This is an optimization exercise on Yosys and OpenROAD, whose aim is small area, a short achievable clock period and few clock cycles per item, not a production implementation. The RTL was checked by simulation tests, not by an equivalence proof against the original design. Power and IR drop assume default switching activity.

==> module Final_p, before the edit <==
module Final_p(quotient, remainder, done, rowk, columnk, equal, clk, rst);
output [15:0] quotient, remainder;
output done;
input equal, clk, rst;
input [3:0] rowk, columnk;
wire row_ok = (rowk == 4'd1) | (rowk == 4'd2) | (rowk == 4'd4) | (rowk == 4'd8);
wire col_ok = (columnk == 4'd1) | (columnk == 4'd2) | (columnk == 4'd4) | (columnk == 4'd8);
wire kv = row_ok & col_ok;
wire [3:0] d;
assign d[3] = rowk[3] | (rowk[2] & ~columnk[1]) | (rowk[1] & columnk[3]);
assign d[2] = rowk[3] | (rowk[1] & ~columnk[3]) | (rowk[0] & columnk[3]);
assign d[1] = ((rowk[3] | rowk[2]) & (columnk[3] | columnk[2])) |
              ((rowk[1] | rowk[0]) & (columnk[2] | columnk[1]));
assign d[0] = (rowk[3] & (columnk[3] | columnk[1])) | (rowk[2] & (columnk[3] | columnk[0])) |
              ((rowk[1] | rowk[0]) & (columnk[2] | columnk[0]));
reg prev_kv;
wire press = kv & ~prev_kv;
reg [2:0] cnt;		 
reg full;		 
reg [15:0] r;		 
reg [15:0] dv;		 
reg [15:0] q;		 
reg [4:0] p;		 
reg nz;			 
wire dnz = (d != 4'd0);
wire first = (cnt == 3'd4);
wire last = (cnt == 3'd7);
wire nzp = nz & ~first;					 
wire [3:0] nd = d[3] ? d : d[2] ? {d[2:0], 1'b0} : d[1] ? {d[1:0], 2'b0} : {d[0], 3'b0};
wire [2:0] pdec = ~cnt[2] ? 3'd1 : (nzp | d[3]) ? 3'd4 : d[2] ? 3'd3 : d[1] ? 3'd2 : 3'd1;
wire [4:0] pn = p - {2'b00, pdec};
reg [4:0] pa;
always @(*) begin
	case ({cnt[1:0], d[3], d[2], d[1]})
		5'b00100, 5'b00101, 5'b00110, 5'b00111: pa = 5'd12;
		5'b00010, 5'b00011: pa = 5'd11;
		5'b00001: pa = 5'd10;
		5'b00000: pa = 5'd9;
		5'b01100, 5'b01101, 5'b01110, 5'b01111: pa = 5'd8;
		5'b01010, 5'b01011: pa = 5'd7;
		5'b01001: pa = 5'd6;
		5'b01000: pa = 5'd5;
		5'b10100, 5'b10101, 5'b10110, 5'b10111: pa = 5'd4;
		5'b10010, 5'b10011: pa = 5'd3;
		5'b10001: pa = 5'd2;
		5'b10000: pa = 5'd1;
		5'b11100, 5'b11101, 5'b11110, 5'b11111: pa = 5'd0;
		5'b11010, 5'b11011: pa = 5'd31;
		5'b11001: pa = 5'd30;
		default: pa = 5'd29;
	endcase
end
wire [3:0] val = nzp ? d : nd;
wire [6:0] t = {3'b000, val} << p[1:0];
wire [4:0] nib;				 
assign nib[0] = (p[4:2] == 3'b111);
assign nib[1] = (p[4:2] == 3'b000);
assign nib[2] = (p[4:2] == 3'b001);
assign nib[3] = (p[4:2] == 3'b010);
assign nib[4] = (p[4:2] == 3'b011);
wire [15:0] placed;
genvar gi;
generate
	for (gi = 0; gi < 16; gi = gi + 1) begin : pl_bits
		if (gi % 4 == 3) begin : hi
			assign placed[gi] = nib[gi / 4 + 1] & t[3];
		end
		else begin : lo
			assign placed[gi] = (nib[gi / 4 + 1] & t[gi % 4]) | (nib[gi / 4] & t[gi % 4 + 4]);
		end
	end
endgenerate
wire run = nz & ~((p[4:2] == 3'b011) | (p[4:2] == 3'b100) | (p[4:2] == 3'b101) | (p[4:2] == 3'b110));
wire step = full & run;
wire [16:0] diff = {1'b0, r} - {1'b0, dv};
wire ge = ~diff[16];
assign done = equal & full & ~run;
assign quotient = q;
assign remainder = r;
always @(posedge clk or posedge rst) begin
	if (rst) begin
		prev_kv <= 1'b0;
		cnt <= 3'd0;
		full <= 1'b0;
	end
	else begin
		prev_kv <= kv;
		if (press) begin
			cnt <= {cnt[2] ^ (cnt[1] & cnt[0]), cnt[1] ^ cnt[0], ~cnt[0]};
			full <= last;
		end
	end
end
always @(posedge clk) begin
	if (press & ~cnt[2])
		r <= {r[11:0], d};
	else if (step & ge)
		r <= diff[15:0];
	if ((press & cnt[2]) | step)
		dv <= cnt[2] ? ((first ? 16'd0 : dv) | placed) : {1'b0, dv[15:1]};
	if ((press & last) | step)
		q <= cnt[2] ? {16{~(nzp | dnz)}} : {q[14:0], ge};
	if (press) begin
		if (~cnt[2]) begin
			if (cnt[1:0] == 2'd0)
				p <= dnz ? pa : 5'b11100;
			else if (~nz & dnz)
				p <= pa;
			nz <= (nz & (cnt[1:0] != 2'd0)) | dnz;
		end
		else begin
			nz <= nzp | dnz;
			if (nzp | dnz)
				p <= pn;
		end
	end
	else if (step)
		p <= pn;
end
endmodule
Settings: LEC_CHECK=0, CAP_MARGIN=20, CORE_MARGIN=2, CORE_UTILIZATION=65, PLACE_DENSITY=0.8, SETUP_SLACK_MARGIN=1.2, SLEW_MARGIN=20; clock period 4.0 ns.
standard.sh (not shown) runs the stock make flow with config.mk's settings and CLKGATE_MAP_FILE= SYNTH_SCRIPT=/design/flow/synth_recipe.tcl, a recipe that flattens the netlist after the stock synthesis.
==> flow/flow/run.sh <==
#!/bin/bash
# The standard layout (standard.sh), with these make settings changed:
#  - plain sky130_fd_sc_hd__buf_1 cells as the port buffers (every port still gets one);
#  - MATCH_CELL_FOOTPRINT=0: the resizer may swap a cell for any other of the
#    same function;
#  - CTS_ARGS: clock tree synthesis without dummy loads.
# Synthesis is the standard one.  The full make output goes to standard.log.
set -u
bash standard.sh finish \
  'BUFFER_PORTS_ARGS=-buffer_cell sky130_fd_sc_hd__buf_1' \
  MATCH_CELL_FOOTPRINT=0 \
  'CTS_ARGS=-sink_clustering_enable -repair_clock_nets -dont_use_dummy_load -buf_list sky130_fd_sc_hd__clkbuf_8 -sink_clustering_size 40 -sink_clustering_max_diameter 200' > standard.log 2>&1
Testbench counts at the start, summed over its fixed seeds: cycles 9,363, divisions 1,600.
Next try:
--- a/flow/design.v
+++ b/flow/design.v
@@ -73,5 +73,5 @@
 	end
 endgenerate
-wire run = nz & ~((p[4:2] == 3'b011) | (p[4:2] == 3'b100) | (p[4:2] == 3'b101) | (p[4:2] == 3'b110));
+wire run = ~((p[4:2] == 3'b011) | (p[4:2] == 3'b100) | (p[4:2] == 3'b101) | (p[4:2] == 3'b110));
 wire step = full & run;
 wire [16:0] diff = {1'b0, r} - {1'b0, dv};
@@ -102,5 +102,5 @@
 		dv <= cnt[2] ? ((first ? 16'd0 : dv) | placed) : {1'b0, dv[15:1]};
 	if ((press & last) | step)
-		q <= cnt[2] ? {16{~(nzp | dnz)}} : {q[14:0], ge};
+		q <= cnt[2] ? 16'd0 : {q[14:0], ge};
 	if (press) begin
 		if (~cnt[2]) begin
@@ -115,4 +115,6 @@
 			if (nzp | dnz)
 				p <= pn;
+			else if (last)
+				p <= 5'd11;		 
 		end
 	end
Effect:
- critical path depth went up by 3
- die area went down by 1.8%
- worst setup slack gains 0.045 ns
- total power went up by 36%
- global-route usage went down by 1.6 points
- core utilization went up by 2.7 points
- cell area went down by 1.0%
- non-clock buffer count went up by 2
- maximum frequency went up by 1.7%
- routed wire length went down by 3.7%
- sequential cell count stays the same
Testbench counts after the change, summed over its fixed seeds: cycles 9,363, divisions 1,600.

[afterwards: timing with drivers on the ports]
The results above use ideal ports. As a check the final layouts listed here were re-extracted and re-timed, cells and wires unchanged.
Step 1 assumes that a clkbuf_16 drives the clock port and a buf_2 every other input.
Step 2 also shifts input and output timing later by t, the mid clock arrival at the registers, as if the neighbouring blocks saw the same clock.
a / b / c = ideal / step 1 / step 2; a / b = the first two.
run	shift t [ns]	setup slack, ns	hold slack, ns	clock arrival spread, ns	slew at the worst register clock pin (ns)
the first run	0.367	1.281 / 1.281 / 0.936	0.320 / 0.310 / 0.567	0.024 / 0.024	0.08 / 0.08
the second run	0.365	1.325 / 1.325 / 1.014	0.335 / 0.325 / 0.555	0.025 / 0.025	0.07 / 0.07
After both steps setup and hold are still met in every run listed. For the first run, which loses most, drivers alone change the setup slack by 0.000 ns; drivers and shift together by -0.345 ns.
